Context: an optimization exercise on an open-source flow, tuned for small area, a short achievable clock period and few clock cycles per item. The choices shown serve that exercise and are no tape-out recipe.
RTL that was checked went through simulation tests only; none was proved equivalent to the original.
The RTL of runs 1 and 2 was laid out without a check of its function.
Power and IR drop assume default switching activity.

==> design.v <==
module huffman(clk, reset, gray_data, gray_valid, CNT_valid, CNT1, CNT2, CNT3, CNT4, CNT5, CNT6,
    code_valid, HC1, HC2, HC3, HC4, HC5, HC6, M1, M2, M3, M4, M5, M6);
input clk;
input reset;
input gray_valid;
input [7:0] gray_data;
output reg CNT_valid;
output [7:0] CNT1, CNT2, CNT3, CNT4, CNT5, CNT6;
output reg code_valid;
output [7:0] HC1, HC2, HC3, HC4, HC5, HC6;
output [7:0] M1, M2, M3, M4, M5, M6;
reg idle, counting, build;    
reg [5:0] sel;
reg [6:0] w[0:5];
reg [2:0] pos[0:5];
reg [4:0] hc[0:5];
reg [4:0] m[0:5];
reg par;         
reg merged;      
reg comb;        
reg fin;         
reg [4:1] pend;  
reg [2:0] ncomb;
integer i;
function lt7(input [6:0] x, input [6:0] z);
	reg [6:0] l, g;
	reg l65, g65, l43, g43, l21, g21, l6to3, g6to3, l2to0;
	begin
		l = ~x & z;
		g = x & ~z;
		l65 = l[6] | (~g[6] & l[5]);
		g65 = g[6] | (~l[6] & g[5]);
		l43 = l[4] | (~g[4] & l[3]);
		g43 = g[4] | (~l[4] & g[3]);
		l21 = l[2] | (~g[2] & l[1]);
		g21 = g[2] | (~l[2] & g[1]);
		l6to3 = l65 | (~g65 & l43);
		g6to3 = g65 | (~l65 & g43);
		l2to0 = l21 | (~g21 & l[0]);
		lt7 = l6to3 | (~g6to3 & l2to0);
	end
endfunction
function [6:0] add7(input [6:0] x, input [6:0] z);
	reg [6:0] g, p, c;
	reg g10, g32, p32, g54, p54;
	begin
		g = x & z;
		p = x ^ z;
		g10 = g[1] | (p[1] & g[0]);
		g32 = g[3] | (p[3] & g[2]);
		p32 = p[3] & p[2];
		g54 = g[5] | (p[5] & g[4]);
		p54 = p[5] & p[4];
		c[0] = 1'b0;
		c[1] = g[0];
		c[2] = g10;
		c[3] = g[2] | (p[2] & g10);
		c[4] = g32 | (p32 & g10);
		c[5] = g[4] | (p[4] & c[4]);
		c[6] = g54 | (p54 & c[4]);
		add7 = p ^ c;
	end
endfunction
reg [6:0] cur, inc;
always @* begin
	cur = 7'd0;
	for (i = 0; i < 6; i = i + 1)
		cur = cur | ({7{sel[i]}} & w[i]);
	for (i = 0; i < 7; i = i + 1)
		inc[i] = cur[i] ^ (&(cur | ~((7'd1 << i) - 7'd1)));
end
reg [4:0] lt;
always @* begin
	for (i = 0; i < 5; i = i + 1)
		lt[i] = lt7(w[i], w[i + 1]);
end
wire in_order = ~|lt;
wire sorting = build && !merged;
wire [6:0] sum = add7(w[4], w[5]);
reg [4:0] swap;
always @* begin
	for (i = 0; i < 5; i = i + 1) begin
		if (sorting)
			swap[i] = lt[i] && (i[0] == par);
		else
			swap[i] = build && !comb && !fin && (i >= 1) && pend[i] && (i == 4 || !pend[i + 1]);
	end
end
reg [4:1] pend_nx;
always @* begin
	if (comb) begin
		for (i = 1; i < 5; i = i + 1)
			pend_nx[i] = lt7(w[i - 1], sum);
	end
	else
		pend_nx = pend & ~swap[4:1];
end
wire fin_nx    = build && comb && (ncomb == 3'd3);
wire build_nx  = build ? !fin : (counting && !gray_valid);
wire merged_nx = build && (merged || comb);
wire comb_nx   = build_nx && !fin_nx && (merged_nx ? (pend_nx == 4'd0) : (build && in_order));
always @(posedge clk or posedge reset) begin
	if (reset) begin
		idle <= 1'b1;
		counting <= 1'b0;
		build <= 1'b0;
		sel <= 6'd0;
		CNT_valid <= 1'b0;
		code_valid <= 1'b0;
	end
	else begin
		idle <= idle ? !gray_valid : fin;
		counting <= idle ? gray_valid : (counting && gray_valid);
		build <= build_nx;
		for (i = 0; i < 6; i = i + 1)
			sel[i] <= gray_valid && (gray_data[2:0] == i + 1);
		CNT_valid <= counting && !gray_valid;
		code_valid <= fin;
	end
end
always @(posedge clk) begin
	par <= build && !par;
	merged <= merged_nx;
	comb <= comb_nx;
	fin <= fin_nx;
	pend <= pend_nx;
	if (!build)
		ncomb <= 3'd0;
	else if (comb)
		ncomb <= ncomb + 3'd1;
end
reg dn[0:5], up[0:5], hold[0:5];
always @* begin
	for (i = 0; i < 6; i = i + 1) begin
		dn[i] = (i > 0) && (comb ? (i < 5) : swap[i - 1]);
		up[i] = (i < 5) && !comb && swap[i];
		hold[i] = counting ? !sel[i] : (build && !comb && !(i < 5 && swap[i]) && !(i > 0 && swap[i - 1]));
	end
end
always @(posedge clk) begin
	for (i = 0; i < 6; i = i + 1)
		w[i] <= ({7{hold[i]}} & w[i])
		      | ({7{dn[i]}} & w[(i + 5) % 6])
		      | ({7{up[i]}} & w[(i + 1) % 6])
		      | ({7{counting && sel[i]}} & inc)
		      | ({7{comb && i == 5}} & sum)
		      | {7{comb && i == 0}};
end
reg [2:0] np[0:5];
always @* begin
	for (i = 0; i < 6; i = i + 1) begin
		if (comb)
			np[i] = (i >= 4) ? 3'd5 : i + 1;
		else if (i < 5 && swap[i])
			np[i] = i + 1;
		else if (i > 0 && swap[i - 1])
			np[i] = i - 1;
		else
			np[i] = i;
	end
end
always @(posedge clk) begin
	for (i = 0; i < 6; i = i + 1) begin
		if (!build) begin
			pos[i] <= i;
			hc[i] <= 5'd0;
			m[i] <= 5'd0;
		end
		else begin
			pos[i] <= np[pos[i]];
			if ((comb && pos[i][2]) || fin) begin
				m[i] <= {m[i][3:0], 1'b1};
				if (fin ? pos[i][0] ^ pend[4] : pos[i][0])
					hc[i] <= hc[i] | ({m[i][3:0], 1'b1} & ~m[i]);
			end
		end
	end
end
assign CNT1 = {1'b0, w[0]};
assign CNT2 = {1'b0, w[1]};
assign CNT3 = {1'b0, w[2]};
assign CNT4 = {1'b0, w[3]};
assign CNT5 = {1'b0, w[4]};
assign CNT6 = {1'b0, w[5]};
assign HC1 = {3'b0, hc[0]};
assign HC2 = {3'b0, hc[1]};
assign HC3 = {3'b0, hc[2]};
assign HC4 = {3'b0, hc[3]};
assign HC5 = {3'b0, hc[4]};
assign HC6 = {3'b0, hc[5]};
assign M1 = {3'b0, m[0][4:1], 1'b1};
assign M2 = {3'b0, m[1][4:1], 1'b1};
assign M3 = {3'b0, m[2][4:1], 1'b1};
assign M4 = {3'b0, m[3][4:1], 1'b1};
assign M5 = {3'b0, m[4][4:1], 1'b1};
assign M6 = {3'b0, m[5][4:1], 1'b1};
endmodule
==> flow/run.sh <==
#!/bin/bash
# Standard layout, with plain buffers (instead of the delay buffers buffer_ports picks by
# default) on the input and output ports.
set -euo pipefail
export BUFFER_PORTS_ARGS="-buffer_cell sky130_fd_sc_hd__buf_2"
bash standard.sh > standard_flow.log 2>&1
==> standard.sh <==
#!/bin/bash
# synth_recipe.tcl (not shown) runs the flow's synth.tcl, then flattens the netlist and writes it again
# the make line also repeats each setting of config.mk as NAME=value (left out here)
make -C /OpenROAD-flow-scripts/flow DESIGN_CONFIG=/design/flow/config.mk WORK_HOME=/design/flow/orfs CLKGATE_MAP_FILE= SYNTH_SCRIPT=/design/flow/synth_recipe.tcl "${@:-finish}"
==> config.mk <==
export PLATFORM = sky130hd
export DESIGN_NAME = huffman
export DESIGN_NICKNAME = huffman
export VERILOG_FILES = /design/flow/design.v
export SDC_FILE = /design/flow/constraint.sdc
export NUM_CORES = 4
export LEC_CHECK = 0
export CAP_MARGIN = 20
export CORE_MARGIN = 2
export CORE_UTILIZATION = 55
export CTS_BUF_LIST = sky130_fd_sc_hd__clkbuf_8
export CTS_CLUSTER_SIZE = 30
export SETUP_SLACK_MARGIN = 3.7
export SLEW_MARGIN = 20
export TNS_END_PERCENT = 100
==> constraint.sdc <==
create_clock -name core_clock -period 6.0 [get_ports {clk}]
set_input_delay 1.2000 -clock core_clock [delete_from_list [all_inputs] [get_ports {clk}]]
set_output_delay 1.2000 -clock core_clock [all_outputs]
set_load 0.01 [all_outputs]
==> results of run 1 <==
[flip-flops by register name, summed over array words and instances, names as in the netlist]
register and flops:
counting 1, code_valid 1, idle 1, pos 18
hc 30, fin 1, pend 4, CNT_valid 1
comb 1, ncomb 3, m 30, merged 1
par 1, build 1, sel 6, w 42
[stage by stage]
stage	hold WS, ns	utilization [%]	power, mW	instances
2_1_floorplan	0.345	-	3.74	1144
3_3_place_gp	0.439	56.5	4.36	1320
3_5_place_dp	0.443	56.5	4.39	1320
4_1_cts	0.473	66.5	6.06	1410
5_1_grt	0.493	71.7	7.03	1454
6_report	0.467	71.7	6.67	1455
[metal layers]
metal | GRT usage [%] | part of all wire [%] | routed length, um | vias to the layer above
li1 | - | - | - | 4037
met1 | 44.0 | 45 | 12100 | 4072
met2 | 44.6 | 44 | 11900 | 481
met3 | 6.60 | 9.5 | 2580 | 51
met4 | 10.3 | 2.3 | 626 | 0
met5 | 0 | 0 | 0 | -
[synth_stat cells (13+ instances only)]
cell type / instances / area, um2
sky130_fd_sc_hd__nand2_1: 145 / 544
sky130_fd_sc_hd__dfxtp_1: 131 / 2620
sky130_fd_sc_hd__nor2_1: 130 / 488
sky130_fd_sc_hd__buf_4: 75 / 563
sky130_fd_sc_hd__a21oi_1: 64 / 320
sky130_fd_sc_hd__inv_1: 47 / 176
sky130_fd_sc_hd__clkbuf_1: 42 / 158
sky130_fd_sc_hd__o21ai_0: 34 / 170
sky130_fd_sc_hd__nor3b_1: 27 / 203
sky130_fd_sc_hd__a22oi_1: 23 / 173
sky130_fd_sc_hd__ha_1: 23 / 288
sky130_fd_sc_hd__a221o_1: 21 / 210
sky130_fd_sc_hd__nand3_1: 20 / 100
sky130_fd_sc_hd__a222oi_1: 19 / 190
sky130_fd_sc_hd__nand2b_1: 19 / 119
sky130_fd_sc_hd__buf_2: 16 / 80.1
sky130_fd_sc_hd__nor3_1: 16 / 80.1
sky130_fd_sc_hd__nor2b_1: 15 / 93.8
sky130_fd_sc_hd__xnor2_1: 13 / 114
[timing repair]
item | CTS | global route
endpoints found under the setup margin | 99 | 76
buffers inserted | 51 | 43
pin swaps | 54 | 72
cloned | 8 | 1
resized for setup | 161 | 99
[layout make-up]
| type | instances | area share [%] |
|---|---|---|
| multi-input cells | 806 | 50.3 |
| flip-flops and latches | 142 | 26.9 |
| repair buffers | 211 | 15.1 |
| well taps | 216 | 2.39 |
| clock buffers | 19 | 2.31 |
| inverters | 48 | 1.68 |
| clock inverters | 12 | 1.31 |
| diodes | 1 | 0.0221 |
[worst reg2reg max path: stages, from the launching register on]
cell and delay [ns]:
sky130_fd_sc_hd__dfxtp_2 0.40, sky130_fd_sc_hd__inv_1 0.10, sky130_fd_sc_hd__fa_2 0.39, sky130_fd_sc_hd__or2_4 0.27, sky130_fd_sc_hd__a21oi_2 0.13, sky130_fd_sc_hd__nor2_2 0.06
sky130_fd_sc_hd__fa_2 0.38, sky130_fd_sc_hd__xnor2_4 0.22, sky130_fd_sc_hd__or2_2 0.15, sky130_fd_sc_hd__a211oi_1 0.06, sky130_fd_sc_hd__a31o_2 0.23, sky130_fd_sc_hd__or3_4 0.41
sky130_fd_sc_hd__nor4_4 0.28, sky130_fd_sc_hd__o31a_1 0.14
[layout by cell type (no fill, tap or decap), drive strengths merged, types with 10 or more instances in the layout]
| master | netlist | final |
|---|---|---|
| nor2b | 15 | 15 |
| a21o | 10 | 10 |
| o211ai | 11 | 11 |
| nand3 | 20 | 20 |
| inv | 47 | 53 |
| conb | 2 | 48 |
| nand2 | 146 | 147 |
| or2 | 11 | 11 |
| o21ai | 37 | 37 |
| dfrtp | 10 | 10 |
| clkbuf | 44 | 22 |
| a222oi | 19 | 19 |
| nor3b | 27 | 27 |
| buf | 106 | 205 |
| maj3 | 11 | 11 |
| dfxtp | 131 | 131 |
| a21oi | 66 | 67 |
| nand2b | 20 | 20 |
| a22oi | 23 | 23 |
| ha | 23 | 23 |
| xnor2 | 13 | 13 |
| nor3 | 17 | 17 |
| nor2 | 131 | 131 |
| a221o | 21 | 21 |
[power by group through the flow]
stage               combinational, mW  clock, mW  sequential, mW
floorplan                        2.24          0            1.51
global placement                 2.64          0            1.72
detailed placement               2.67          0            1.72
CTS                              3.50      0.822            1.73
global route                     4.36      0.861            1.81
finish                           4.08      0.815            1.77
[kinds of logic (layout without fill, tap and decap cells)]
group | Yosys count | count (layout) | share of synthesized area (%)
adder cells (fa/ha/maj) | 37 | 37 | 5.29
multiplexers | 7 | 7 | 0.812
XOR/XNOR | 15 | 15 | 1.50
other | 2 | 49 | 0.0855
AND/OR/NAND/NOR | 418 | 419 | 22.2
flip-flops | 142 | 142 | 33.0
buffers and inverters | 198 | 290 | 12.6
AO/OA/AOI/OAI | 279 | 280 | 24.4
[worst min path at each step]
| stage | from | to | slack (ns) | cells after the start |
|---|---|---|---|---|
| after detailed placement | par | par | 0.44 | 1 |
| final | hc[5][2] | hc[5][2] | 0.47 | 2 |
| after floorplan | fin | code_valid | 0.34 | 0 |
| after global routing | hc[3][0] | hc[3][0] | 0.49 | 2 |
| after CTS | m[4][4] | m[4][4] | 0.47 | 2 |
| after global placement | par | par | 0.44 | 1 |
==> impl_metrics.sql, run 1 <==
INSERT INTO impl_metrics (metric_group, metric, value, unit) VALUES
('pwr', 'share_clk_of_total_power', '12.2', '%'),
('sta', 'slew-limit-headroom', '53.4', '%'),
('sta', 'final-setup-viol-count', '0', ''),
('route', 'wl_per_cell', '18.7', 'um'),
('placed_design', 'routabilityCongestion', '0.898', ''),
('sta', 'max_slew.worst_pin.slew', '0.699', 'ns'),
('grt', 'global_route.usage.total', '30.3', '%'),
('worst_setup_path', 'worstSetupPathType', 'reg -> reg', ''),
('clock_network', 'tritoncts', 'done', ''),
('run_status', 'status', 'no timing/DRC/antenna violations', ''),
('worst_setup_path', 'buf_inv_stages_crit_path', '1', ''),
('pwr', 'power.switching_fraction', '46.0', '%'),
('route', 'first_pass_drt_iterations', '5', ''),
('sta', 'slew_violations', '0', ''),
('sta', 'final_min_period_over_clock_period', '54.3', '%'),
('worst_setup_path', 'critical-path-top-cell-by-count', 'sky130_fd_sc_hd__fa_2', ''),
('sta', 'period_minus_slack', '3.26', 'ns'),
('placed_design', 'placed_area', '8910', 'um2'),
('clock_network', 'clockBufferDepth', '2', ''),
('final_layout', 'final-seq-area', '3040', 'um2'),
('grt', 'maximum_number_of_pins_on_one_net_before_global_route_repair', '56', ''),
('sta', 'setup_ws', '2.74', 'ns'),
('clock_network', 'cts.hold.buffers_added', '0', ''),
('final_layout', 'areaGrowthSynthToFinish', '28.7', '%'),
('sta', 'finalClockSkew', '0.0159', 'ns'),
('sta', 'final-hold-violation-count', '0', ''),
('worst_setup_path', 'crit_path_end_kind', 'register', ''),
('worst_setup_path', 'arrival', '3.67', 'ns'),
('pwr', 'combinational_power_share', '61.2', '%'),
('logic_synthesis', 'yosys_register_bits', '142', ''),
('worst_setup_path', 'timing.critical_path.depth', '13', ''),
('final_layout', 'layout.nets', '1263', ''),
('worst_setup_path', 'worstPathCellList', 'inv_1, fa_2, or2_4, a21oi_2, nor2_2, fa_2, xnor2_4, or2_2, a211oi_1, a31o_2, or3_4, nor4_4, o31a_1', ''),
('route', 'drt_iter0_drc', '1090', ''),
('worst_setup_path', 'cell_count_of_the_worst_reg_to_reg_path', '13', ''),
('final_layout', 'finalInstanceArea', '11300', 'um2'),
('placed_design', 'buffer_ports.inserted', '103', ''),
('worst_setup_path', 'cp_top_family', 'simple AND/OR/NAND/NOR gates', ''),
('grt', 'grt_overflow', '0', ''),
('die', 'die-width', '130', 'um'),
('logic_synthesis', 'postSynth.topFlopCell', 'sky130_fd_sc_hd__dfxtp_1', ''),
('grt', 'first_global_vias', '7452', ''),
('clock_network', 'cts_buffers', '17', ''),
('logic_synthesis', 'synth_cell_types', '96', ''),
('route', 'route.vias.total', '8641', ''),
('worst_setup_path', 'launch_instance_of_the_worst_register_to_register_path', 'w[5][1]', ''),
('grt', 'grt_antenna_before_repair', '0', ''),
('final_layout', 'multi_input_area', '5680', 'um2'),
('sta', 'fmax', '0.307', 'GHz'),
('worst_setup_path', 'regToRegEndpoint', 'comb', ''),
('clock_network', 'clkSlewWorstSetupHoldPaths', '0.09', 'ns'),
('logic_synthesis', 'yosys_warnings', '17', ''),
('placed_design', 'placement.setup.worst_slack', '2.06', 'ns'),
('pwr', 'seq_power_share', '26.6', '%'),
('logic_synthesis', 'async_reset_ff_share', '7.75', '%'),
('die', 'initial_util', '55.7', '%'),
('placed_design', 'detailedPlacementHpwl', '16100', 'um'),
('worst_setup_path', 'path_max_fanout', '6', ''),
('pwr', 'p_leak', '4.81', 'nW'),
('pwr', 'pwr_density_cell', '590', 'nW/um2'),
('sta', 'unrepaired_setup_endpoints_after_global_routing', 'yes', ''),
('pwr', 'switching_power', '3.07', 'mW'),
('clock_network', 'clock-root-buffer', 'sky130_fd_sc_hd__clkbuf_8', ''),
('clock_network', 'clkSinkCount', '142', ''),
('logic_synthesis', 'count_of_flip_flops_with_a_built_in_enable_after_synthesis', '0', ''),
('worst_setup_path', 'setup.worst_path.start', 'w[5][1]', ''),
('worst_setup_path', 'critical-path-max-stage-delay', '0.41', 'ns'),
('final_layout', 'fillCellCount', '1295', ''),
('logic_synthesis', 'synth_cells', '1098', ''),
('route', 'wl', '27200', 'um'),
('sta', 'setup-tns-final', '0', 'ns');
==> run 2: changes to the inputs <==
--- a/config.mk
+++ b/config.mk
@@ -13,3 +13,3 @@
 export SETUP_SLACK_MARGIN = 3.7
 export SLEW_MARGIN = 20
-export TNS_END_PERCENT = 100
+export TNS_END_PERCENT = 10
==> impl_metrics.sql, run 2 <==
INSERT INTO impl_metrics (metric_group, metric, value, unit) VALUES
('run_status', 'status', 'no timing/DRC/antenna violations', ''),
('logic_synthesis', 'yosys.area.top_type_share', '29.9', '%'),
('logic_synthesis', 'async_reset_ff_share', '7.75', '%'),
('sta', 'final-setup-viol-count', '0', ''),
('worst_setup_path', 'critical-path-max-stage-delay', '0.48', 'ns'),
('final_layout', 'post-route-util', '64.2', '%'),
('grt', 'grt_overflow', '0', ''),
('final_layout', 'largestRegisters', 'w: 42 flops, hc: 30 flops, m: 30 flops', ''),
('die', 'design.core.area', '15800', 'um2'),
('final_layout', 'layout.nets', '1208', ''),
('logic_synthesis', 'count_of_flip_flops_with_a_built_in_enable_after_synthesis', '0', ''),
('route', 'first_pass_drt_iterations', '8', ''),
('logic_synthesis', 'postSynth.topFlopCell', 'sky130_fd_sc_hd__dfxtp_1', ''),
('flow_run', 'cap_violations', '0', ''),
('clock_network', 'clock_tree.htree_level_count', '4', ''),
('worst_setup_path', 'cp_max_delay_cell', 'sky130_fd_sc_hd__fa_2', ''),
('logic_synthesis', 'yosys_warnings', '17', ''),
('worst_setup_path', 'crit_path_end_kind', 'register', ''),
('clock_network', 'clkSinkCount', '142', ''),
('worst_setup_path', 'worstPathCellList', 'ha_4, inv_2, fa_2, fa_2, o221ai_2, o211ai_1, maj3_2, maj3_2, a2111oi_2, or3_4, nor4_2, o31a_1', ''),
('final_layout', 'antenna-diode-count', '0', ''),
('worst_setup_path', 'path_max_fanout', '5', ''),
('route', 'drt_iter0_drc', '850', ''),
('grt', 'grt_first_pass_wirelength', '37500', 'um'),
('sta', 'fmax', '0.314', 'GHz'),
('grt', 'grt_antenna_before_repair', '0', ''),
('final_layout', 'post_route_cells_drive_above_1_share', '25.8', '%'),
('logic_synthesis', 'synth_top_cells_by_area', 'sky130_fd_sc_hd__dfxtp_1 (30%), sky130_fd_sc_hd__buf_4 (6.4%), sky130_fd_sc_hd__nand2_1 (6.2%)', ''),
('logic_synthesis', 'synth_sequential_area_ratio', '33.0', '%'),
('placed_design', 'routabilityCongestion', '0.879', ''),
('placed_design', 'placement.setup.worst_slack', '2.03', 'ns'),
('sta', 'slew-limit-headroom', '45.9', '%'),
('route', 'wl_per_cell', '17.5', 'um'),
('pwr', 'pwr_density_cell', '573', 'nW/um2'),
('final_layout', 'max_flop_register', 'w', ''),
('clock_network', 'skew_pair_late_insertion_delay', '0.46', 'ns'),
('sta', 'final-hold-violation-count', '0', ''),
('sta', 'slew_violations', '0', ''),
('die', 'die_h', '130', 'um'),
('sta', 'setup-tns-final', '0', 'ns'),
('sta', 'final_min_period_over_clock_period', '53.0', '%'),
('route', 'postRouteAntennaNets', '0', ''),
('sta', 'period_minus_slack', '3.18', 'ns'),
('logic_synthesis', 'synth_cell_types', '96', ''),
('pwr', 'vdd_drop_max', '245', 'uV'),
('die', 'die-width', '130', 'um'),
('worst_setup_path', 'buf_inv_stages_crit_path', '1', ''),
('logic_synthesis', 'synth_top_cell_by_area', 'sky130_fd_sc_hd__dfxtp_1', ''),
('route', 'post-route-drc-count', '0', ''),
('pwr', 'p_leak', '4.34', 'nW'),
('logic_synthesis', 'synth_mux_area_share', '0.812', '%'),
('clock_network', 'clkSlewWorstSetupHoldPaths', '0.09', 'ns'),
('sta', 'finalClockSkew', '0.0133', 'ns'),
('logic_synthesis', 'synth_simple_gate_area_share', '22.2', '%'),
('logic_synthesis', 'synthesis.area', '8780', 'um2'),
('die', 'number_of_placement_rows', '46', ''),
('worst_setup_path', 'arrival', '3.54', 'ns'),
('logic_synthesis', 'synth-compound-area-share', '24.4', '%'),
('hold_path', 'min_path_type', 'reg -> reg', ''),
('route', 'vias_per_cell', '5.87', ''),
('sta', 'setup_ws', '2.82', 'ns'),
('grt', 'maximum_number_of_pins_on_one_net_before_global_route_repair', '55', ''),
('grt', 'first_global_vias', '7034', ''),
('route', 'wl', '24500', 'um'),
('clock_network', 'tritoncts', 'done', ''),
('die', 'number_of_top_level_pins', '157', ''),
('sta', 'unrepaired_setup_endpoints_after_global_routing', 'yes', ''),
('logic_synthesis', 'synth_top_family_by_area', 'compound AO/OA/AOI/OAI gates', ''),
('route', 'route.vias.total', '8215', ''),
('logic_synthesis', 'post_synth_fa_ha_maj_area_fraction', '5.29', '%'),
('clock_network', 'cts_buffers', '17', ''),
('grt', 'global_route.usage.total', '28.3', '%'),
('die', 'initial_util', '55.7', '%'),
('logic_synthesis', 'synth_cells', '1098', ''),
('sta', 'max_slew.worst_pin.slew', '0.805', 'ns'),
('final_layout', 'most_used_cells_in_the_layout_excluding_fill_and_tap_cells', 'sky130_fd_sc_hd__nand2_1 (143), sky130_fd_sc_hd__nor2_1 (128), sky130_fd_sc_hd__dfxtp_1 (106), sky130_fd_sc_hd__buf_2 (103), sky130_fd_sc_hd__a21oi_1 (56)', ''),
('logic_synthesis', 'synth.most_common_cell', 'sky130_fd_sc_hd__nand2_1', ''),
('worst_setup_path', 'worstSetupPathType', 'reg -> reg', ''),
('final_layout', 'final_common_cell', 'sky130_fd_sc_hd__nand2_1', ''),
('final_layout', 'fillCellCount', '1468', ''),
('logic_synthesis', 'synth.cells.most_frequent', 'sky130_fd_sc_hd__nand2_1 (145), sky130_fd_sc_hd__dfxtp_1 (131), sky130_fd_sc_hd__nor2_1 (130)', ''),
('clock_network', 'clock-root-buffer', 'sky130_fd_sc_hd__clkbuf_8', ''),
('die', 'die_area', '17000', 'um2'),
('sta', 'holdWs', '0.464', 'ns'),
('pwr', 'total_power', '5.80', 'mW'),
('worst_setup_path', 'cp_top_family', 'adder cells', ''),
('placed_design', 'buffer_ports.inserted', '103', ''),
('logic_synthesis', 'yosys_register_bits', '142', ''),
('final_layout', 'largest_register_ffs', '42', ''),
('clock_network', 'clockBufferDepth', '2', ''),
('logic_synthesis', 'synth.avg_cell_area', '8.00', 'um2'),
('worst_setup_path', 'timing.critical_path.from_type', 'register', ''),
('logic_synthesis', 'synthXorXnorAreaFrac', '1.50', '%'),
('final_layout', 'areaGrowthSynthToFinish', '15.3', '%'),
('worst_setup_path', 'required', '6.36', 'ns'),
('placed_design', 'detailedPlacementHpwl', '16200', 'um');
-- run 2: changes by cell type in the layout (fill, tap and decap cells not counted), moves of 7 or more --
| cell | change |
|---|---|
| sky130_fd_sc_hd__o21ai_0 | +8 |
| sky130_fd_sc_hd__dfxtp_1 | +20 |
| sky130_fd_sc_hd__dfxtp_4 | -22 |
| sky130_fd_sc_hd__buf_4 | -23 |
| sky130_fd_sc_hd__nand3_1 | +7 |
| sky130_fd_sc_hd__buf_6 | -22 |
-- run 2: worst reg2reg max path: stages (launching register included) --
cell                        delay, ns
sky130_fd_sc_hd__dfxtp_4         0.37
sky130_fd_sc_hd__ha_4            0.12
sky130_fd_sc_hd__inv_2           0.03
sky130_fd_sc_hd__fa_2            0.35
sky130_fd_sc_hd__fa_2            0.48
sky130_fd_sc_hd__o221ai_2        0.18
sky130_fd_sc_hd__o211ai_1        0.12
sky130_fd_sc_hd__maj3_2          0.31
sky130_fd_sc_hd__maj3_2          0.33
sky130_fd_sc_hd__a2111oi_2       0.30
sky130_fd_sc_hd__or3_4           0.19
sky130_fd_sc_hd__nor4_2          0.04
sky130_fd_sc_hd__o31a_1          0.27
-- run 2: final timing paths --
check	start	endpoint	slack (ns)	cells after the start
setup reg to reg	w[4][0]	comb	2.82	12
max in group asynchronous	reset	idle	4.97	2
hold reg to reg	hc[5][0]	hc[5][0]	0.46	2
setup / recovery	w[4][0]	comb	2.82	12
min in group asynchronous	reset	CNT_valid	0.71	2
hold / removal	hc[5][0]	hc[5][0]	0.46	2
-- run 2: where the power goes --
group	total, mW	switching, mW	internal [mW]
Sequential	1.74	0.496	1.24
Clock	0.732	0.421	0.311
Combinational	3.34	1.84	1.49
-- run 2: logic make-up after synthesis --
family,Yosys count
AOI/OAI and AO/OA,279
xor gates and xnor gates,15
adders and majority gates,37
buffers and inverters,198
DFF,142
muxes,7
other,2
and+or+nand+nor,418
-- run 2: metrics by stage --
stage          instances  area, um2
2_1_floorplan       1144       9000
3_3_place_gp        1320       8890
3_5_place_dp        1320       8890
4_1_cts             1384       9830
5_1_grt             1400      10100
6_report            1400      10100
-- run 2: area by class of cell --
class	instances	area, um2	area share [%]
multi-input cells	805	5300	52.3
flip-flops and latches	142	2960	29.2
repair buffers	157	1050	10.4
well taps	216	270	2.67
clock buffers	18	248	2.45
inverters	48	185	1.83
clock inverters	14	120	1.19
-- run 2: timing repair --
item                                    in CTS  in global routing
resized for setup                           77                 36
cloned                                       2                  1
hold buffers                                 0                  0
setup buffers                               30                 15
endpoints found under the setup margin     100                 97
pin swaps                                   24                 21
-- run 2: layer usage --
metal,vias to the layer above,global-route usage [%],share of wire (%)
li1,3911,-,-
met1,3859,41.1,46
met2,409,41.7,43
met3,36,6.52,9.1
met4,0,8.76,2.0
met5,-,0,0
==> run 3: changes to the inputs <==
--- a/design.v
+++ b/design.v
@@ -18,25 +18,24 @@
 reg par;         
 reg merged;      
+reg fin;         
 reg comb;        
-reg fin;         
-reg [4:1] pend;  
 reg [2:0] ncomb;
 integer i;
 function lt7(input [6:0] x, input [6:0] z);
-	reg [6:0] l, g;
-	reg l65, g65, l43, g43, l21, g21, l6to3, g6to3, l2to0;
+	reg [6:0] l, e;
+	reg l65, e65, l43, e43, l21, e21, l6to3, e6to3, l2to0;
 	begin
 		l = ~x & z;
-		g = x & ~z;
-		l65 = l[6] | (~g[6] & l[5]);
-		g65 = g[6] | (~l[6] & g[5]);
-		l43 = l[4] | (~g[4] & l[3]);
-		g43 = g[4] | (~l[4] & g[3]);
-		l21 = l[2] | (~g[2] & l[1]);
-		g21 = g[2] | (~l[2] & g[1]);
-		l6to3 = l65 | (~g65 & l43);
-		g6to3 = g65 | (~l65 & g43);
-		l2to0 = l21 | (~g21 & l[0]);
-		lt7 = l6to3 | (~g6to3 & l2to0);
+		e = ~(x ^ z);
+		l65 = l[6] | (e[6] & l[5]);
+		e65 = e[6] & e[5];
+		l43 = l[4] | (e[4] & l[3]);
+		e43 = e[4] & e[3];
+		l21 = l[2] | (e[2] & l[1]);
+		e21 = e[2] & e[1];
+		l6to3 = l65 | (e65 & l43);
+		e6to3 = e65 & e43;
+		l2to0 = l21 | (e21 & l[0]);
+		lt7 = l6to3 | (e6to3 & l2to0);
 	end
 endfunction
@@ -76,28 +75,16 @@
 end
 wire in_order = ~|lt;
-wire sorting = build && !merged;
+wire last = fin;
 wire [6:0] sum = add7(w[4], w[5]);
 reg [4:0] swap;
 always @* begin
 	for (i = 0; i < 5; i = i + 1) begin
-		if (sorting)
-			swap[i] = lt[i] && (i[0] == par);
-		else
-			swap[i] = build && !comb && !fin && (i >= 1) && pend[i] && (i == 4 || !pend[i + 1]);
+		swap[i] = build && !comb && lt[i] && (merged || (i[0] == par));
 	end
 end
-reg [4:1] pend_nx;
-always @* begin
-	if (comb) begin
-		for (i = 1; i < 5; i = i + 1)
-			pend_nx[i] = lt7(w[i - 1], sum);
-	end
-	else
-		pend_nx = pend & ~swap[4:1];
-end
+wire build_nx  = build ? !last : (counting && !gray_valid);
+wire merged_nx = build && (merged || comb);
 wire fin_nx    = build && comb && (ncomb == 3'd3);
-wire build_nx  = build ? !fin : (counting && !gray_valid);
-wire merged_nx = build && (merged || comb);
-wire comb_nx   = build_nx && !fin_nx && (merged_nx ? (pend_nx == 4'd0) : (build && in_order));
+wire comb_nx   = build && !comb && !fin && in_order;
 always @(posedge clk or posedge reset) begin
 	if (reset) begin
@@ -110,5 +97,5 @@
 	end
 	else begin
-		idle <= idle ? !gray_valid : fin;
+		idle <= idle ? !gray_valid : last;
 		counting <= idle ? gray_valid : (counting && gray_valid);
 		build <= build_nx;
@@ -116,5 +103,5 @@
 			sel[i] <= gray_valid && (gray_data[2:0] == i + 1);
 		CNT_valid <= counting && !gray_valid;
-		code_valid <= fin;
+		code_valid <= last;
 	end
 end
@@ -122,7 +109,6 @@
 	par <= build && !par;
 	merged <= merged_nx;
+	fin <= fin_nx;
 	comb <= comb_nx;
-	fin <= fin_nx;
-	pend <= pend_nx;
 	if (!build)
 		ncomb <= 3'd0;
@@ -169,7 +155,7 @@
 		else begin
 			pos[i] <= np[pos[i]];
-			if ((comb && pos[i][2]) || fin) begin
+			if ((comb && pos[i][2]) || last) begin
 				m[i] <= {m[i][3:0], 1'b1};
-				if (fin ? pos[i][0] ^ pend[4] : pos[i][0])
+				if (last ? pos[i][0] ^ lt[4] : pos[i][0])
 					hc[i] <= hc[i] | ({m[i][3:0], 1'b1} & ~m[i]);
 			end
==> flow/run.sh (replaced) <==
#!/bin/bash
# Standard layout, with two changes: plain buffers (instead of the delay buffers
# buffer_ports picks by default) on the input and output ports, and one tie
# cell per constant value shared by all constant outputs (instead of one per port).
set -euo pipefail
export BUFFER_PORTS_ARGS="-buffer_cell sky130_fd_sc_hd__buf_2"
export SKIP_REPAIR_TIE_FANOUT=1
bash standard.sh > standard_flow.log 2>&1
--- a/config.mk
+++ b/config.mk
@@ -11,5 +11,5 @@
 export CTS_BUF_LIST = sky130_fd_sc_hd__clkbuf_8
 export CTS_CLUSTER_SIZE = 30
-export SETUP_SLACK_MARGIN = 3.7
+export SETUP_SLACK_MARGIN = 3.5
 export SLEW_MARGIN = 20
 export TNS_END_PERCENT = 10
==> impl_metrics.sql, run 3 <==
INSERT INTO impl_metrics (metric_group, metric, value, unit) VALUES
('run_status', 'status', 'no timing/DRC/antenna violations', ''),
('grt', 'grt_antenna_before_repair', '0', ''),
('grt', 'global_route.usage.total', '27.1', '%'),
('placed_design', 'routabilityCongestion', '0.900', ''),
('route', 'wl', '20800', 'um'),
('logic_synthesis', 'yosys.area.top_type_share', '32.6', '%'),
('hold_path', 'min_delay_path_depth', '2', ''),
('pwr', 'pwr_density_cell', '549', 'nW/um2'),
('clock_network', 'clkSlewWorstSetupHoldPaths', '0.08', 'ns'),
('worst_setup_path', 'crit_path_end_kind', 'register', ''),
('pwr', 'combinational_power_share', '49.6', '%'),
('die', 'initial_util', '56.2', '%'),
('sta', 'finalClockSkew', '0.0139', 'ns'),
('worst_setup_path', 'worstPathCellList', 'inv_1, ha_1, a21oi_1, a21oi_1, o32a_1, buf_6, a2111oi_0, a221oi_1, nor2_1', ''),
('grt', 'grt_first_pass_wirelength', '32400', 'um'),
('final_layout', 'post_route_cells_drive_above_1_share', '24.1', '%'),
('logic_synthesis', 'yosys_register_bits', '138', ''),
('worst_setup_path', 'timing.critical_path.from_type', 'register', ''),
('final_layout', 'finalInstanceArea', '8740', 'um2'),
('worst_setup_path', 'critical-path-max-stage-delay', '0.56', 'ns'),
('route', 'drt_iter0_drc', '531', ''),
('logic_synthesis', 'synth_sequential_area_ratio', '36.1', '%'),
('die', 'design.core.area', '13900', 'um2'),
('sta', 'setup_ws', '3.35', 'ns'),
('grt', 'grt_overflow', '0', ''),
('logic_synthesis', 'yosys_warnings', '15', ''),
('die', 'die_area', '15200', 'um2'),
('logic_synthesis', 'synthesis.area', '7800', 'um2'),
('sta', 'slew-limit-headroom', '40.6', '%'),
('final_layout', 'areaGrowthSynthToFinish', '12.0', '%'),
('hold_path', 'min_path_type', 'reg -> reg', ''),
('clock_network', 'clkSinkCount', '138', ''),
('clock_network', 'clockBufferDepth', '2', ''),
('sta', 'final_min_period_over_clock_period', '44.2', '%'),
('pwr', 'switching_power', '2.17', 'mW'),
('placed_design', 'placed_area', '7860', 'um2'),
('flow_run', 'cap_violations', '0', ''),
('final_layout', 'max_flop_register', 'w', ''),
('placed_design', 'buffer_ports.inserted', '103', ''),
('logic_synthesis', 'async_reset_ff_share', '7.97', '%'),
('worst_setup_path', 'cp_max_delay_cell', 'sky130_fd_sc_hd__a2111oi_0', ''),
('logic_synthesis', 'count_of_flip_flops_with_a_built_in_enable_after_synthesis', '0', ''),
('final_layout', 'final_common_cell', 'sky130_fd_sc_hd__nand2_1', ''),
('logic_synthesis', 'synth.avg_cell_area', '8.51', 'um2'),
('sta', 'fmax', '0.377', 'GHz'),
('final_layout', 'layout.nets', '999', ''),
('worst_setup_path', 'critical-path-top-cell-by-count', 'sky130_fd_sc_hd__a21oi_1', ''),
('pwr', 'total_power', '4.79', 'mW'),
('worst_setup_path', 'required', '6.38', 'ns'),
('pwr', 'intPower', '2.63', 'mW'),
('clock_network', 'clock_tree.htree_level_count', '4', ''),
('grt', 'maximum_number_of_pins_on_one_net_before_global_route_repair', '96', ''),
('clock_network', 'clock-root-buffer', 'sky130_fd_sc_hd__clkbuf_8', ''),
('final_layout', 'antenna-diode-count', '0', ''),
('pwr', 'vdd_drop_max', '342', 'uV'),
('pwr', 'seq_power_share', '32.8', '%'),
('die', 'number_of_top_level_pins', '157', ''),
('clock_network', 'skew_pair_late_insertion_delay', '0.46', 'ns'),
('clock_network', 'cts.hold.buffers_added', '0', ''),
('worst_setup_path', 'worstSetupPathType', 'reg -> reg', ''),
('final_layout', 'post-route-util', '62.9', '%'),
('sta', 'period_minus_slack', '2.65', 'ns'),
('sta', 'final-setup-viol-count', '0', ''),
('logic_synthesis', 'synth_top_cell_by_area', 'sky130_fd_sc_hd__dfxtp_1', ''),
('worst_setup_path', 'cell_count_of_the_worst_reg_to_reg_path', '9', ''),
('route', 'wl_per_cell', '18.3', 'um'),
('route', 'vias_per_cell', '6.13', ''),
('logic_synthesis', 'postSynth.topFlopCell', 'sky130_fd_sc_hd__dfxtp_1', ''),
('pwr', 'share_clk_of_total_power', '17.5', '%'),
('final_layout', 'fillCellCount', '1222', ''),
('sta', 'unrepaired_setup_endpoints_after_global_routing', 'yes', ''),
('logic_synthesis', 'synth.most_common_cell', 'sky130_fd_sc_hd__dfxtp_1', ''),
('worst_setup_path', 'arrival', '3.03', 'ns'),
('die', 'die-width', '123', 'um'),
('sta', 'max_slew.worst_pin.slew', '0.891', 'ns'),
('die', 'number_of_placement_rows', '43', ''),
('route', 'first_pass_drt_iterations', '6', ''),
('logic_synthesis', 'synth_cell_types', '68', ''),
('logic_synthesis', 'synth_top_cells_by_area', 'sky130_fd_sc_hd__dfxtp_1 (33%), sky130_fd_sc_hd__buf_4 (6.9%), sky130_fd_sc_hd__ha_1 (6.6%)', ''),
('logic_synthesis', 'synth_cells', '917', ''),
('sta', 'slew_violations', '0', ''),
('placed_design', 'detailedPlacementHpwl', '14200', 'um'),
('die', 'die_h', '123', 'um'),
('final_layout', 'finalNonFillerCells', '1137', ''),
('sta', 'setup-tns-final', '0', 'ns'),
('placed_design', 'placed_cells_incl_taps', '1086', ''),
('sta', 'final-hold-violation-count', '0', ''),
('sta', 'holdWs', '0.452', 'ns'),
('final_layout', 'most_used_cells_in_the_layout_excluding_fill_and_tap_cells', 'sky130_fd_sc_hd__nand2_1 (122), sky130_fd_sc_hd__dfxtp_1 (104), sky130_fd_sc_hd__buf_2 (103), sky130_fd_sc_hd__o21ai_0 (58), sky130_fd_sc_hd__inv_1 (48)', ''),
('route', 'route.vias.total', '6967', ''),
('logic_synthesis', 'synth.cells.most_frequent', 'sky130_fd_sc_hd__dfxtp_1 (127), sky130_fd_sc_hd__nand2_1 (123), sky130_fd_sc_hd__buf_4 (72)', ''),
('route', 'postRouteAntennaNets', '0', ''),
('clock_network', 'cts_buffers', '17', ''),
('worst_setup_path', 'path_max_fanout', '22', ''),
('pwr', 'power.switching_fraction', '45.2', '%'),
('final_layout', 'largest_register_ffs', '42', ''),
('clock_network', 'tritoncts', 'done', ''),
('final_layout', 'largestRegisters', 'w: 42 flops, hc: 30 flops, m: 30 flops', ''),
('placed_design', 'placement.setup.worst_slack', '2.74', 'ns'),
('route', 'post-route-drc-count', '0', ''),
('grt', 'first_global_vias', '6430', ''),
('pwr', 'p_leak', '3.69', 'nW');
## run 3: repair_timing
item | in CTS | in global routing
gates cloned | 1 | 0
setup buffers | 1 | 17
hold endpoints to repair | 0 | 0
endpoints found under the setup margin | 90 | 90
gates resized for setup | 36 | 53
pin swaps | 3 | 11
## run 3: area by class of cell
type | instances | area [um2] | share of cell area, %
multi-input combinational | 614 | 4320 | 49.5
inverter | 48 | 180 | 2.06
sequential | 138 | 2880 | 32.9
tap | 180 | 225 | 2.58
clock inverter | 15 | 200 | 2.29
timing repair buffer | 125 | 701 | 8.02
clock buffer | 17 | 234 | 2.68
## run 3: power by group through the flow
stage               sequential, mW  clock, mW  combinational (mW)
finish                        1.57      0.841                2.38
global route                  1.61      0.893                2.60
CTS                           1.54      0.852                2.14
detailed placement            1.56          0                2.05
global placement              1.54          0                1.99
floorplan                     1.44          0                1.58
## run 3: cells by family (layout without fill, tap and decap cells)
group	Yosys count	in the layout	synth area share [%]
compound gates	278	279	26.1
xor+xnor	7	7	0.786
fa+ha+maj	44	44	7.34
buf+inv	166	205	11.5
flops	138	138	36.1
mux	5	5	0.802
other cells	2	2	0.0963
simple gates	277	277	17.2
## run 3: layer usage
metal	vias to the layer above	wire, um	track usage, %	share of wire, %
met2	310	9900	45.0	47
met3	51	1530	4.94	7.4
met4	0	495	10.8	2.4
met1	3321	8910	34.8	43
li1	3285	-	-	-
met5	-	0	0	0
## run 3: critical path, delay by kind of cell, from the launching register on
| kind | cells | cell delay [ns] |
|---|---|---|
| AND/OR/NAND/NOR | 1 | 0.12 |
| buffers and inverters | 2 | 0.27 |
| adder cells (fa/ha/maj) | 1 | 0.30 |
| flip-flops | 1 | 0.40 |
| AO/OA/AOI/OAI | 5 | 1.47 |
## run 3: final timing paths
kind                          start         to  slack, ns
max                         w[3][2]  pos[1][1]       3.35
min                        hc[1][2]   hc[1][2]       0.45
max reg2reg                 w[3][2]  pos[1][1]       3.35
min reg2reg                hc[1][2]   hc[1][2]       0.45
max in group asynchronous     reset       idle       4.96
min in group asynchronous     reset  CNT_valid       0.72
Testbench counts of run 3, summed over its fixed seeds: cycles 23,029, frames 192.
==> run 4: changes to the inputs <==
--- a/config.mk
+++ b/config.mk
@@ -11,5 +11,5 @@
 export CTS_BUF_LIST = sky130_fd_sc_hd__clkbuf_8
 export CTS_CLUSTER_SIZE = 30
-export SETUP_SLACK_MARGIN = 3.5
+export SETUP_SLACK_MARGIN = 3.8
 export SLEW_MARGIN = 20
 export TNS_END_PERCENT = 10
==> impl_metrics.sql, run 4 <==
INSERT INTO impl_metrics (metric_group, metric, value, unit) VALUES
('logic_synthesis', 'post_synth_fa_ha_maj_area_fraction', '7.34', '%'),
('sta', 'setup_ws', '3.64', 'ns'),
('sta', 'unrepaired_setup_endpoints_after_global_routing', 'yes', ''),
('sta', 'final-setup-viol-count', '0', ''),
('worst_setup_path', 'buf_inv_stages_crit_path', '1', ''),
('final_layout', 'post-route-util', '70.0', '%'),
('worst_setup_path', 'worstSetupPathType', 'reg -> out', ''),
('flow_run', 'cap_violations', '0', ''),
('pwr', 'intPower', '3.05', 'mW'),
('sta', 'finalClockSkew', '0.00987', 'ns'),
('die', 'die_area', '15200', 'um2'),
('die', 'initial_util', '56.2', '%'),
('worst_setup_path', 'timing.critical_path.from_type', 'register', ''),
('logic_synthesis', 'synth_sequential_area_ratio', '36.1', '%'),
('clock_network', 'cts_buffers', '17', ''),
('route', 'drt_iter0_drc', '661', ''),
('run_status', 'status', 'no timing/DRC/antenna violations', ''),
('grt', 'global_route.usage.total', '28.8', '%'),
('final_layout', 'most_used_cells_in_the_layout_excluding_fill_and_tap_cells', 'sky130_fd_sc_hd__nand2_1 (123), sky130_fd_sc_hd__buf_2 (103), sky130_fd_sc_hd__dfxtp_1 (92), sky130_fd_sc_hd__buf_4 (77), sky130_fd_sc_hd__inv_1 (41)', ''),
('grt', 'maximum_number_of_pins_on_one_net_before_global_route_repair', '96', ''),
('logic_synthesis', 'synth_top_cell_by_area', 'sky130_fd_sc_hd__dfxtp_1', ''),
('route', 'first_pass_drt_iterations', '6', ''),
('final_layout', 'final_common_cell', 'sky130_fd_sc_hd__nand2_1', ''),
('logic_synthesis', 'yosys.area.top_type_share', '32.6', '%'),
('pwr', 'vdd_drop_max', '375', 'uV'),
('final_layout', 'largestRegisters', 'w: 42 flops, hc: 30 flops, m: 30 flops', ''),
('sta', 'period_minus_slack', '2.36', 'ns'),
('worst_setup_path', 'crit_path_end_kind', 'output pin', ''),
('clock_network', 'skew_pair_late_insertion_delay', '0.46', 'ns'),
('grt', 'grt_first_pass_wirelength', '34200', 'um'),
('logic_synthesis', 'yosys_warnings', '15', ''),
('pwr', 'seq_power_share', '29.2', '%'),
('grt', 'grt_antenna_before_repair', '0', '');
## run 4: cell counts after synthesis
No cell type changed its count.
## run 4: worst min-delay path: stages (launching register included)
cell,delay (ns)
sky130_fd_sc_hd__dfxtp_1,0.31
sky130_fd_sc_hd__nand2_1,0.05
sky130_fd_sc_hd__o21ai_1,0.05
## run 4: cell families (layout without fill, tap and decap cells)
kind of cell	after synthesis	after routing
AOI/OAI and AO/OA	278	280
and+or+nand+nor	277	277
buffers and inverters	166	266
DFF	138	138
adders and majority gates	44	44
xor gates and xnor gates	7	7
muxes	5	5
other	2	2
## run 4: metal layers
layer  wire [um]  GRT usage (%)  up-vias
met5           0              0        -
met2       10600           47.2      350
met3        1900           6.60       54
met4         612           13.6        0
met1        9290           35.9     3559
li1            -              -     3420
## run 4: worst paths after layout
kind                          start          to  slack, ns  depth (start not counted)
min                        hc[2][4]    hc[2][4]       0.44                          2
max                         w[5][5]     CNT6[5]       3.64                          1
min in group asynchronous     reset  code_valid       0.72                          2
max in group asynchronous     reset        idle       4.97                          2
min reg2reg                hc[2][4]    hc[2][4]       0.44                          2
max reg2reg                 w[3][5]     w[3][6]       3.65                         10
## run 4: cell type report
type | count | area (um2)
Tap cell | 180 | 225
Timing Repair Buffer | 186 | 1180
Clock inverter | 15 | 171
Multi-Input combinational cell | 615 | 4780
Inverter | 48 | 189
Clock buffer | 17 | 234
Fill cell | 1095 | 4160
Sequential cell | 138 | 2940
## run 4: repair_timing
item / CTS / global route
setup endpoints to repair: 151 / 154
gates resized for setup: 115 / 62
buffers inserted: 39 / 40
gates cloned: 2 / 0
pin swaps: 37 / 31
## run 4: power groups by stage
| stage | sequential, mW | clock, mW | combinational [mW] |
|---|---|---|---|
| after floorplan | 1.46 | 0 | 1.67 |
| after global placement | 1.57 | 0 | 2.06 |
| after detailed placement | 1.59 | 0 | 2.13 |
| after CTS | 1.59 | 0.812 | 2.51 |
| after global routing | 1.64 | 0.851 | 3.32 |
| final | 1.61 | 0.799 | 3.10 |
## run 4: metrics by stage
step	hold WS [ns]	total power, mW
final	0.443	5.50
after global routing	0.474	5.81
after CTS	0.450	4.91
after detailed placement	0.442	3.72
after global placement	0.429	3.63
after floorplan	0.400	3.13

==> re-timing with driven ports <==
No port has a modelled driver above. Below, the same layouts with a new extraction and two added sets of constraints. Step 1 (the two cells are an assumption about what drives the block):
set clk [get_ports {clk}]
set_driving_cell -lib_cell sky130_fd_sc_hd__clkbuf_16 $clk
set_driving_cell -lib_cell sky130_fd_sc_hd__buf_2 [delete_from_list [all_inputs] $clk]
Step 2, shift: input delay + t, output delay - t, t = (earliest + latest rising clock arrival at the registers) / 2. This alone moves slack from input paths to output paths. a / b / c = ideal / step 1 / step 2; a / b = the first two.
| run | shift t [ns] | slack for setup (ns) | worst setup path after step 2 |
|---|---|---|---|
| run 1 | 0.500 | 2.744 / 2.744 / 2.744 | register to register |
| run 2 | 0.493 | 2.818 / 2.818 / 2.818 | register to register |
| run 3 | 0.478 | 3.348 / 3.348 / 3.348 | register to register |
| run 4 | 0.481 | 3.639 / 3.610 / 3.645 | register to register |
After both steps setup and hold are still met in every run listed.
